This design comes from an exercise in tuning for small area, a short achievable clock period and few clock cycles per item on the open sky130 flow, not from production work.
Where RTL was checked, it was by simulation tests only, not by an equivalence proof against the original.

== JK ==
==> flow/design.v (excerpt) <==
module HitTest(
    input clk,
    input rst,
    input start,
    input rsel,
    input [15:0] x,
    input [15:0] y,
    input [15:0] notex,
    input [15:0] notey,
    input signed [15:0] indx,
    input signed [15:0] indy,
    output valJR,
    output valE,
    output valr,
    output valR,
    output reg ready
);
reg [16:0] nax, nay, nbx, nby;
reg rs;
wire [16:0] dax, day, dbx, dby;
wire [15:0] nx = ~x, ny = ~y;    
RippleSub subax(.np(nx), .c(notex), .nd(dax));
RippleSub subay(.np(ny), .c(notey), .nd(day));
RippleSub subbx(.np(nx), .c(indx), .nd(dbx));
RippleSub subby(.np(ny), .c(indy), .nd(dby));
always @(posedge clk) begin
    ready <= start & ~rst;
    nax <= dax;
    nay <= day;
    nbx <= dbx;
    nby <= dby;
    rs <= rsel;
end
Calvalid calvN(.na(nax), .nb(nay), .rsel(rs), .inJR(valJR), .inE(valE), .inR(valr));
CalvalidR calvI(.na(nbx), .nb(nby), .rsel(rs), .inR(valR));
endmodule
Size: ~110 I/O pins, roughly 0.018 mm2 of cells after synthesis.
Settings: LEC_CHECK=0, CAP_MARGIN=20, CORE_MARGIN=2, CORE_UTILIZATION=60, SETUP_SLACK_MARGIN=3.3, SLEW_MARGIN=20, SYNTH_HIERARCHICAL=1, SYNTH_MINIMUM_KEEP_SIZE=0; clock period 10.0 ns.
standard.sh (not shown) runs the stock make flow with config.mk's settings and CLKGATE_MAP_FILE= SYNTH_SCRIPT=/design/flow/synth_recipe.tcl, a recipe that flattens the netlist after the stock synthesis.
==> flow/flow/run.sh <==
#!/bin/bash
set -euo pipefail
B="BUFFER_PORTS_ARGS=-buffer_cell sky130_fd_sc_hd__buf_1"
R=orfs/results/sky130hd/HitTest/base
bash standard.sh "$B" floorplan > standard_floorplan.log 2>&1
cat > upsize.tcl <<EOT
read_liberty $FLOW_HOME/platforms/sky130hd/lib/sky130_fd_sc_hd__tt_025C_1v80.lib
read_db $R/2_floorplan.odb
set n 0
foreach inst [[ord::get_db_block] getInsts] {
  set name [\$inst getName]
  if {[[\$inst getMaster] getName] eq "sky130_fd_sc_hd__dfxtp_1" && [string match {n[ab][xy]*} \$name]} {
    replace_cell \$name sky130_fd_sc_hd__dfxtp_4
    incr n
  }
}
puts "upsized \$n registers"
write_db $R/2_floorplan.odb
EOT
openroad -no_init -exit upsize.tcl > upsize.log 2>&1
bash standard.sh "$B" finish > standard_finish.log 2>&1
In summary, JK completed successfully, with a layout that passed the timing, design-rule and antenna checks.
Testbench counts of JK, summed over its fixed seeds: cycles 16,000, items 16,000.
Input changes introduced in MS (baseline for comparison: JK):
Settings: changing SETUP_SLACK_MARGIN from 3.3 to 2.5.
--- a/flow/flow/run.sh
+++ b/flow/flow/run.sh
@@ -11,5 +11,5 @@
   set name [\$inst getName]
   if {[[\$inst getMaster] getName] eq "sky130_fd_sc_hd__dfxtp_1" && [string match {n[ab][xy]*} \$name]} {
-    replace_cell \$name sky130_fd_sc_hd__dfxtp_4
+    replace_cell \$name sky130_fd_sc_hd__dfxtp_2
     incr n
   }
### Flow results
JK vs MS, cell with the largest stage delay on the worst path: sky130_fd_sc_hd__fa_1 vs sky130_fd_sc_hd__dfxtp_2
MS against JK: final hold slack moved up; global-route usage moved down; first-pass GRT wire length moved down.

---

Starting RTL as in the previous note.
Settings: LEC_CHECK=0, CAP_MARGIN=20, CORE_MARGIN=2, CORE_UTILIZATION=70, SETUP_SLACK_MARGIN=2.5, SLEW_MARGIN=20, SYNTH_HIERARCHICAL=1, SYNTH_MINIMUM_KEEP_SIZE=0; clock period 10.0 ns.
==> flow/flow/run.sh <==
#!/bin/bash
set -euo pipefail
B="BUFFER_PORTS_ARGS=-buffer_cell sky130_fd_sc_hd__buf_1"
R=orfs/results/sky130hd/HitTest/base
bash standard.sh "$B" floorplan > standard_floorplan.log 2>&1
cat > upsize.tcl <<EOT
read_liberty $FLOW_HOME/platforms/sky130hd/lib/sky130_fd_sc_hd__tt_025C_1v80.lib
read_db $R/2_floorplan.odb
set n 0
foreach inst [[ord::get_db_block] getInsts] {
  set name [\$inst getName]
  if {[[\$inst getMaster] getName] eq "sky130_fd_sc_hd__dfxtp_1" && [string match {n[ab][xy]*} \$name]} {
    replace_cell \$name sky130_fd_sc_hd__dfxtp_4
    incr n
  }
}
puts "upsized \$n registers"
write_db $R/2_floorplan.odb
EOT
openroad -no_init -exit upsize.tcl > upsize.log 2>&1
bash standard.sh "$B" finish > standard_finish.log 2>&1
The baseline finished clean.
Testbench counts at the start, summed over its fixed seeds: cycles 16,000, items 16,000.
Rerun with:
--- a/flow/flow/run.sh
+++ b/flow/flow/run.sh
@@ -20,2 +20,2 @@
 openroad -no_init -exit upsize.tcl > upsize.log 2>&1
-bash standard.sh "$B" finish > standard_finish.log 2>&1
+bash standard.sh "$B" SETUP_MOVE_SEQUENCE=sizeup,swap finish > standard_finish.log 2>&1
--- a/flow/config.mk
+++ b/flow/config.mk
@@ -9,4 +9,4 @@
 export CORE_MARGIN = 2
-export CORE_UTILIZATION = 70
-export SETUP_SLACK_MARGIN = 2.5
+export CORE_UTILIZATION = 60
+export SETUP_SLACK_MARGIN = 3.3
 export SLEW_MARGIN = 20
The changed run ran to the end with no violations.
Count of clock-buffer cells in the layout went up by 1.
Via count went down by about 1.9%.
Global-route usage went down by 3.4 points.

---

HitTest, a different RTL version from the one above (not shown whole).
For scale: roughly 70 flip-flops, ~110 I/O pins, ~0.019 sq mm of cells after synthesis.
Design HitTest, start of the top module:
module HitTest(
    input clk,
    input rst,
    input start,
    input rsel,
    input [15:0] x,
    input [15:0] y,
    input [15:0] notex,
    input [15:0] notey,
    input signed [15:0] indx,
    input signed [15:0] indy,
    output valJR,
    output valE,
    output valr,
    output valR,
    output reg ready
);
reg [16:0] nax, nay, nbx, nby;
reg rs;
wire [16:0] dax, day, dbx, dby;
wire [15:0] nx = ~x, ny = ~y;    
RippleSub subax(.np(nx), .c(notex), .nd(dax));
RippleSub subay(.np(ny), .c(notey), .nd(day));
RippleSub subbx(.np(nx), .c(indx), .nd(dbx));
RippleSub subby(.np(ny), .c(indy), .nd(dby));
always @(posedge clk) begin
    ready <= start & ~rst;
    nax <= dax;
    nay <= day;
    nbx <= dbx;
    nby <= dby;
    rs <= rsel;
end
Calvalid calvN(.na(nax), .nb(nay), .rsel(rs), .inJR(valJR), .inE(valE), .inR(valr));
CalvalidR calvI(.na(nbx), .nb(nby), .rsel(rs), .inR(valR));
endmodule
export LEC_CHECK = 0
export CAP_MARGIN = 20
export CORE_MARGIN = 2
export CORE_UTILIZATION = 60
export SETUP_SLACK_MARGIN = 2.5
export SLEW_MARGIN = 20
export SYNTH_HIERARCHICAL = 1
export SYNTH_MINIMUM_KEEP_SIZE = 0
create_clock -name core_clock -period 10.0 [get_ports {clk}]
==> flow/flow/run.sh <==
#!/bin/bash
set -euo pipefail
B="BUFFER_PORTS_ARGS=-buffer_cell sky130_fd_sc_hd__buf_1"
R=orfs/results/sky130hd/HitTest/base
bash standard.sh "$B" floorplan > standard_floorplan.log 2>&1
cat > upsize.tcl <<EOT
read_liberty $FLOW_HOME/platforms/sky130hd/lib/sky130_fd_sc_hd__tt_025C_1v80.lib
read_db $R/2_floorplan.odb
set n 0
foreach inst [[ord::get_db_block] getInsts] {
  set name [\$inst getName]
  if {[[\$inst getMaster] getName] eq "sky130_fd_sc_hd__dfxtp_1" && [string match {n[ab][xy]*} \$name]} {
    replace_cell \$name sky130_fd_sc_hd__dfxtp_4
    incr n
  }
}
puts "upsized \$n registers"
write_db $R/2_floorplan.odb
EOT
openroad -no_init -exit upsize.tcl > upsize.log 2>&1
bash standard.sh "$B" finish > standard_finish.log 2>&1
The first run finished with timing, DRC and antenna clean.
Next try:
==> flow/flow/run.sh (replaced) <==
#!/bin/bash
# The standard layout, with the ports buffered by the smallest buffer
# (sky130_fd_sc_hd__buf_1) rather than the cell buffer_ports picks by itself;
# timing repair still resizes any port buffer on a critical path.
set -euo pipefail
bash standard.sh BUFFER_PORTS_ARGS="-buffer_cell sky130_fd_sc_hd__buf_1" finish > standard.log 2>&1
Settings changed: SETUP_SLACK_MARGIN 2.5 to 3.
Clock-buffer cell count stays the same.
Design area went up by 4.7%.
Global-route usage came out higher by 1.6 points.
Fmax came out higher by 1.7%.
Synthesized area does not change.
Non-clock buffer count went up by 78.
Next try:
==> flow/flow/run.sh (replaced) <==
#!/bin/bash
set -euo pipefail
B="BUFFER_PORTS_ARGS=-buffer_cell sky130_fd_sc_hd__buf_1"
R=orfs/results/sky130hd/HitTest/base
bash standard.sh "$B" place > standard_place.log 2>&1
cat > upsize.tcl <<EOT
read_liberty $FLOW_HOME/platforms/sky130hd/lib/sky130_fd_sc_hd__tt_025C_1v80.lib
read_db $R/3_place.odb
set n 0
foreach inst [[ord::get_db_block] getInsts] {
  set name [\$inst getName]
  if {[[\$inst getMaster] getName] eq "sky130_fd_sc_hd__dfxtp_1" && [string match {n[ab][xy]*} \$name]} {
    replace_cell \$name sky130_fd_sc_hd__dfxtp_4
    incr n
  }
}
puts "upsized \$n registers"
detailed_placement
check_placement -verbose
write_db $R/3_place.odb
EOT
openroad -no_init -exit upsize.tcl > upsize.log 2>&1
bash standard.sh "$B" finish > standard_finish.log 2>&1
Settings changed: SETUP_SLACK_MARGIN 3 to 2.5.
=> The new run finished with timing, DRC and antenna clean. Global-route usage decreases by 0.32 points. Setup slack gets worse by 0.16 ns. Die area is unchanged. Core utilization came out lower by 2.9 points. Routed wire length decreases by 3.2%.
Next try:
==> flow/flow/run.sh (replaced) <==
#!/bin/bash
# The standard layout, with the ports buffered by the smallest buffer
# (sky130_fd_sc_hd__buf_1) rather than the cell buffer_ports picks by itself;
# timing repair still resizes any port buffer on a critical path.
set -euo pipefail
bash standard.sh BUFFER_PORTS_ARGS="-buffer_cell sky130_fd_sc_hd__buf_1" finish > standard.log 2>&1
Settings changed: CORE_UTILIZATION 60 to 75, SETUP_SLACK_MARGIN 2.5 to 3.5.
Result:
- The changed run passed the timing, design-rule and antenna checks
- final cell count rose by about 0.9%
- non-clock buffer count goes up by 84
- maximum frequency grows by about 3%
- core utilization increases by 19 points
- clock-buffer cell count grows by 1
- area after synthesis is unchanged
No run of this note included a check of the RTL's function; only the layout flow was run.

-- re-timing with driven ports --
The results above use ideal ports. As a check the final layouts listed here were re-extracted and re-timed, cells and wires unchanged. Step 1 assumes that a clkbuf_16 drives the clock port and a buf_2 every other input. Step 2, shift: input delay + t, output delay - t, t = (earliest + latest rising clock arrival at the registers) / 2. This alone moves slack from input paths to output paths. Three values: ideal, step 1, step 2; two values: the first two.
| run | t (ns) | setup slack, ns | slew at the worst register clock pin (ns) | worst slew at a driven data input, ns |
|---|---|---|---|---|
| JK | 0.391 | 3.123 / 3.076 / 3.467 | 0.06 / 0.06 | 0.09 |
| MS | 0.382 | 2.731 / 2.688 / 3.069 | 0.06 / 0.06 | 0.08 |
| the first run of note 2 | 0.369 | 2.980 / 2.944 / 3.313 | 0.06 / 0.06 | 0.08 |
| the second run of note 2 | 0.390 | 3.106 / 3.057 / 3.447 | 0.06 / 0.06 | 0.10 |
| the first run of note 3 | 0.387 | 2.887 / 2.843 / 3.229 | 0.06 / 0.06 | 0.07 |
| the second run of note 3 | 0.384 | 3.007 / 2.961 / 3.345 | 0.06 / 0.06 | 0.09 |
| the third run of note 3 | 0.385 | 2.851 / 2.806 / 3.191 | 0.06 / 0.06 | 0.09 |
| the fourth run of note 3 | 0.377 | 3.068 / 3.025 / 3.402 | 0.06 / 0.06 | 0.09 |
After both steps setup and hold are still met in every run listed.
